Context: an optimization exercise on an open-source flow, tuned for small area and a short achievable clock period. The choices shown serve that exercise and are no tape-out recipe.
Only simulation tests tie the RTL to the original design; equivalence was not proved.
No driver is modelled on the clock port, so clocking that relies on it looks cheaper here than on a real chip.

==> inputs of 07-15 <==
==> flow/design.v (excerpt) <==
module ALU(
    input [31:0] rs1,
    input [31:0] rs2,
    input clk,
    input [3:0] sel,
    output reg [31:0] out
);
    wire m_s    = ~sel[3] & ~sel[2] & ~sel[1];             
    wire m_c    = ~sel[3] & ~sel[2] &  sel[1];             
    wire m_g    = (sel == 4'd4) | (sel == 4'd5);           
    wire m_p    = (sel == 4'd5) | (sel == 4'd6);           
    wire m_l    = (sel == 4'd7);                           
    wire m_r    = (sel == 4'd8) | (sel == 4'd9);           
    wire m_h    = sel[3] & (sel[2] | sel[1]);              
    wire fill   = sel[3] & sel[0] & rs1[31];               
    wire fill_n = ~fill;
    wire rev    = ~sel[3];
    wire rev_n  = sel[3];
    wire [4:0] sa   = rs2[4:0];
    wire [4:0] sa_n = ~rs2[4:0];
    wire sub_0;
    wire sub_1;
    wire sub_2;
    wire sub_3;
    wire xo0;
    wire p0;
    wire g0;
    wire xo1;
    wire p1;
    wire g1;
    wire xo2;
    wire p2;
    wire g2;
    wire xo3;
    wire p3;
    wire g3;
    wire xo4;
    wire p4;
    wire g4;
    wire xo5;
    wire p5;
    wire g5;
    wire xo6;
    wire p6;
    wire g6;
    wire xo7;
    wire p7;
    wire g7;
    wire xo8;
    wire p8;
    wire g8;
    wire xo9;
    wire p9;
    wire g9;
    wire xo10;
    wire p10;
    wire g10;
    wire xo11;
    wire p11;
    wire g11;
    wire xo12;
    wire p12;
    wire g12;
    wire xo13;
    wire p13;
    wire g13;
    wire xo14;
    wire p14;
    wire g14;
    wire xo15;
    wire p15;
    wire g15;
    wire xo16;
    wire p16;
    wire g16;
    wire xo17;
    wire p17;
    wire g17;
    wire xo18;
    wire p18;
    wire g18;
    wire xo19;
    wire p19;
    wire g19;
    wire xo20;
    wire p20;
  ...
Settings: LEC_CHECK=0, CAP_MARGIN=20, CORE_MARGIN=2, CORE_UTILIZATION=40, SETUP_SLACK_MARGIN=1.3, SLEW_MARGIN=20, SYNTH_HIERARCHICAL=1; clock period 5.0 ns.
standard.sh (not shown) runs the stock make flow with config.mk's settings and CLKGATE_MAP_FILE= SYNTH_SCRIPT=/design/flow/synth_recipe.tcl, a recipe that flattens the netlist after the stock synthesis.
==> flow/flow/run.sh <==
#!/bin/bash
# Standard layout with two changes: plain buf_1 cells as the port buffers, and
# every synthesized cell swapped for its smallest size before placement (the
# resizer sizes up again where needed).
set -euo pipefail
export BUFFER_PORTS_ARGS="-buffer_cell sky130_fd_sc_hd__buf_1"
export POST_FLOORPLAN_TCL="$PWD/flow/downsize.tcl"
bash standard.sh finish > make_finish.log 2>&1
==> flow/flow/downsize.tcl <==
# Swap every cell for the smallest cell of the same function (the same name
# without its drive-strength suffix); the resizer's repair steps that follow
# size up again where slew, capacitance or timing need it.
set dont_use [split $::env(DONT_USE_CELLS)]
set smallest [dict create]
foreach lc [get_lib_cells sky130_fd_sc_hd__*] {
  set n [get_name $lc]
  if {[lsearch -exact $dont_use $n] >= 0} { continue }
  if {![regexp {^(.+)_([0-9]+)$} $n -> fam drv]} { continue }
  set a [get_property $lc area]
  if {![dict exists $smallest $fam] || $a < [lindex [dict get $smallest $fam] 1]} {
    dict set smallest $fam [list $n $a]
  }
}
set count 0
foreach inst [get_cells *] {
  set lc [get_lib_cells -of_objects $inst]
  set n [get_name $lc]
  if {![regexp {^(.+)_([0-9]+)$} $n -> fam drv]} { continue }
  if {![dict exists $smallest $fam]} { continue }
  lassign [dict get $smallest $fam] best a
  if {$best ne $n && $a < [get_property $lc area]} {
    replace_cell $inst $best
    incr count
  }
}
puts "downsize.tcl: replaced $count cells"
==> 12-06: changes against 07-15 <==
==> flow/flow/run.sh (replaced) <==
#!/bin/bash
# Standard layout with three changes: plain buf_1 cells as the port buffers;
# every synthesized cell swapped for its smallest size before placement (the
# resizer sizes up again where needed); and after clock tree synthesis, cells
# the timing repair sized up are sized down again wherever the worst setup
# slack stays at the repair's target (SETUP_SLACK_MARGIN).
set -euo pipefail
export BUFFER_PORTS_ARGS="-buffer_cell sky130_fd_sc_hd__buf_1"
export POST_FLOORPLAN_TCL="$PWD/flow/downsize.tcl"
export POST_CTS_TCL="$PWD/flow/recover.tcl"
bash standard.sh finish > make_finish.log 2>&1
==> flow/flow/recover.tcl (new file) <==
# Area recovery: swap cells for smaller sizes of the same function wherever
# the worst setup slack stays at or above the target.
set ar_period $::env(FLOW_PERIOD_NS)
proc ar_wns {} {
  estimate_parasitics -placement
  return [expr {[sta::worst_slack_cmd max] * 1e9}]
}
proc ar_run {target {product 0}} {
  set fam [dict create]
  foreach lc [get_lib_cells sky130_fd_sc_hd__*] {
    if {[get_property $lc dont_use]} { continue }
    set n [get_name $lc]
    if {![regexp {^(.+)_([0-9]+)$} $n -> f d]} { continue }
    dict lappend fam $f [list $n [get_property $lc area]]
  }
  set wns [ar_wns]
  if {$wns < $target} { set target $wns }
  set a0 [expr {[rsz::design_area] * 1e12}]
  set tried 0
  set kept 0
  set best [expr {$a0 * ($::ar_period - $wns)}]
  foreach inst [get_cells *] {
    set name [get_full_name $inst]
    if {[string match clkbuf_* $name] || [string match clkload* $name]} { continue }
    set lc [get_lib_cells -of_objects $inst]
    if {$lc eq "" || $lc eq "NULL"} { continue }
    set cur [get_name $lc]
    if {![regexp {^(.+)_([0-9]+)$} $cur -> f d]} { continue }
    if {![dict exists $fam $f]} { continue }
    set area [get_property $lc area]
    set smaller {}
    foreach x [dict get $fam $f] { if {[lindex $x 1] < $area} { lappend smaller $x } }
    set smaller [lsort -real -decreasing -index 1 $smaller]
    foreach x $smaller {
      incr tried
      replace_cell $inst [lindex $x 0]
      set w [ar_wns]
      if {$product} {
        set s [expr {[rsz::design_area] * 1e12 * ($::ar_period - $w)}]
        set ok [expr {$s < $best}]
      } else {
        set ok [expr {$w >= $target}]
      }
      if {$ok} {
        if {$product} { set best $s }
        set cur [lindex $x 0]
        incr kept
      } else {
        replace_cell $inst $cur
        break
      }
    }
  }
  set w [ar_wns]
  puts [format "recover.tcl: %d tried, %d kept; area %.1f -> %.1f, wns %.3f (target %.3f)" \
          $tried $kept $a0 [expr {[rsz::design_area] * 1e12}] $w $target]
}
ar_run $::env(SETUP_SLACK_MARGIN)
SETUP_SLACK_MARGIN = 1.6   (was 1.3)
==> 12-16: changes against 07-15 <==
CTS_BUF_LIST = sky130_fd_sc_hd__clkbuf_4 sky130_fd_sc_hd__clkbuf_8   (was unset)
SETUP_SLACK_MARGIN = 1.5   (was 1.3)
==> reports/metrics.cfg <==
[run_status]
status = aborted with a tool error
haltStage = clock tree synthesis (4_1_cts)
error_line = Error: cts.tcl, 90 can't read "::ar_period": no such variable

[placed_design]
post-dp-hpwl_mm = 14.23
gp_congestion = 0.9385
pre_cts_slack_ps = 664.6
place_area_mm2 = 0.005627
placed_cells = 1001

[cts]
clock-sinks = 32

[synth]
synth_top_area_share = 0.4403

# the run above: 12-06

==> reports/metrics.cfg <==
[run_status]
status = timing/DRC/antenna clean

[synth]
synth_top_area_share = 0.4403

[placed_design]
placed_cells = 997
post-dp-hpwl_mm = 13.85
gp_congestion = 0.9320

[cts]
clock-sinks = 32

# the run above: 12-16

==> reports/metrics.cfg <==
[run_status]
status = timing/DRC/antenna clean

[placed_design]
place_area_mm2 = 0.005625
pre_cts_slack_ps = 819.6
placed_cells = 1001
post-dp-hpwl_mm = 14.31

# the run above: 07-15

port drivers added, routing unchanged:
In the flow no input, the clock included, has a driving cell. The finished layouts below were timed again as built, in two steps. Step 1, drivers: a clkbuf_16 drives clk and a buf_2 each remaining input, both assumed. Step 2 also shifts input and output timing later by t, the mid clock arrival at the registers, as if the neighbouring blocks saw the same clock. a / b / c = no drivers / after step 1 / after step 2; a / b = the first two.
run | t, ns | slack for setup (ns) | worst register clock-pin slew, ns
07-15 | 0.322 | 1.411 / 1.426 / 1.104 | 0.06 / 0.06
12-16 | 0.359 | 1.540 / 1.551 / 1.192 | 0.08 / 0.08
After both steps every run listed still meets setup and hold. For 12-16, which loses most, drivers alone change the setup slack by +0.011 ns; drivers and shift together by -0.348 ns.
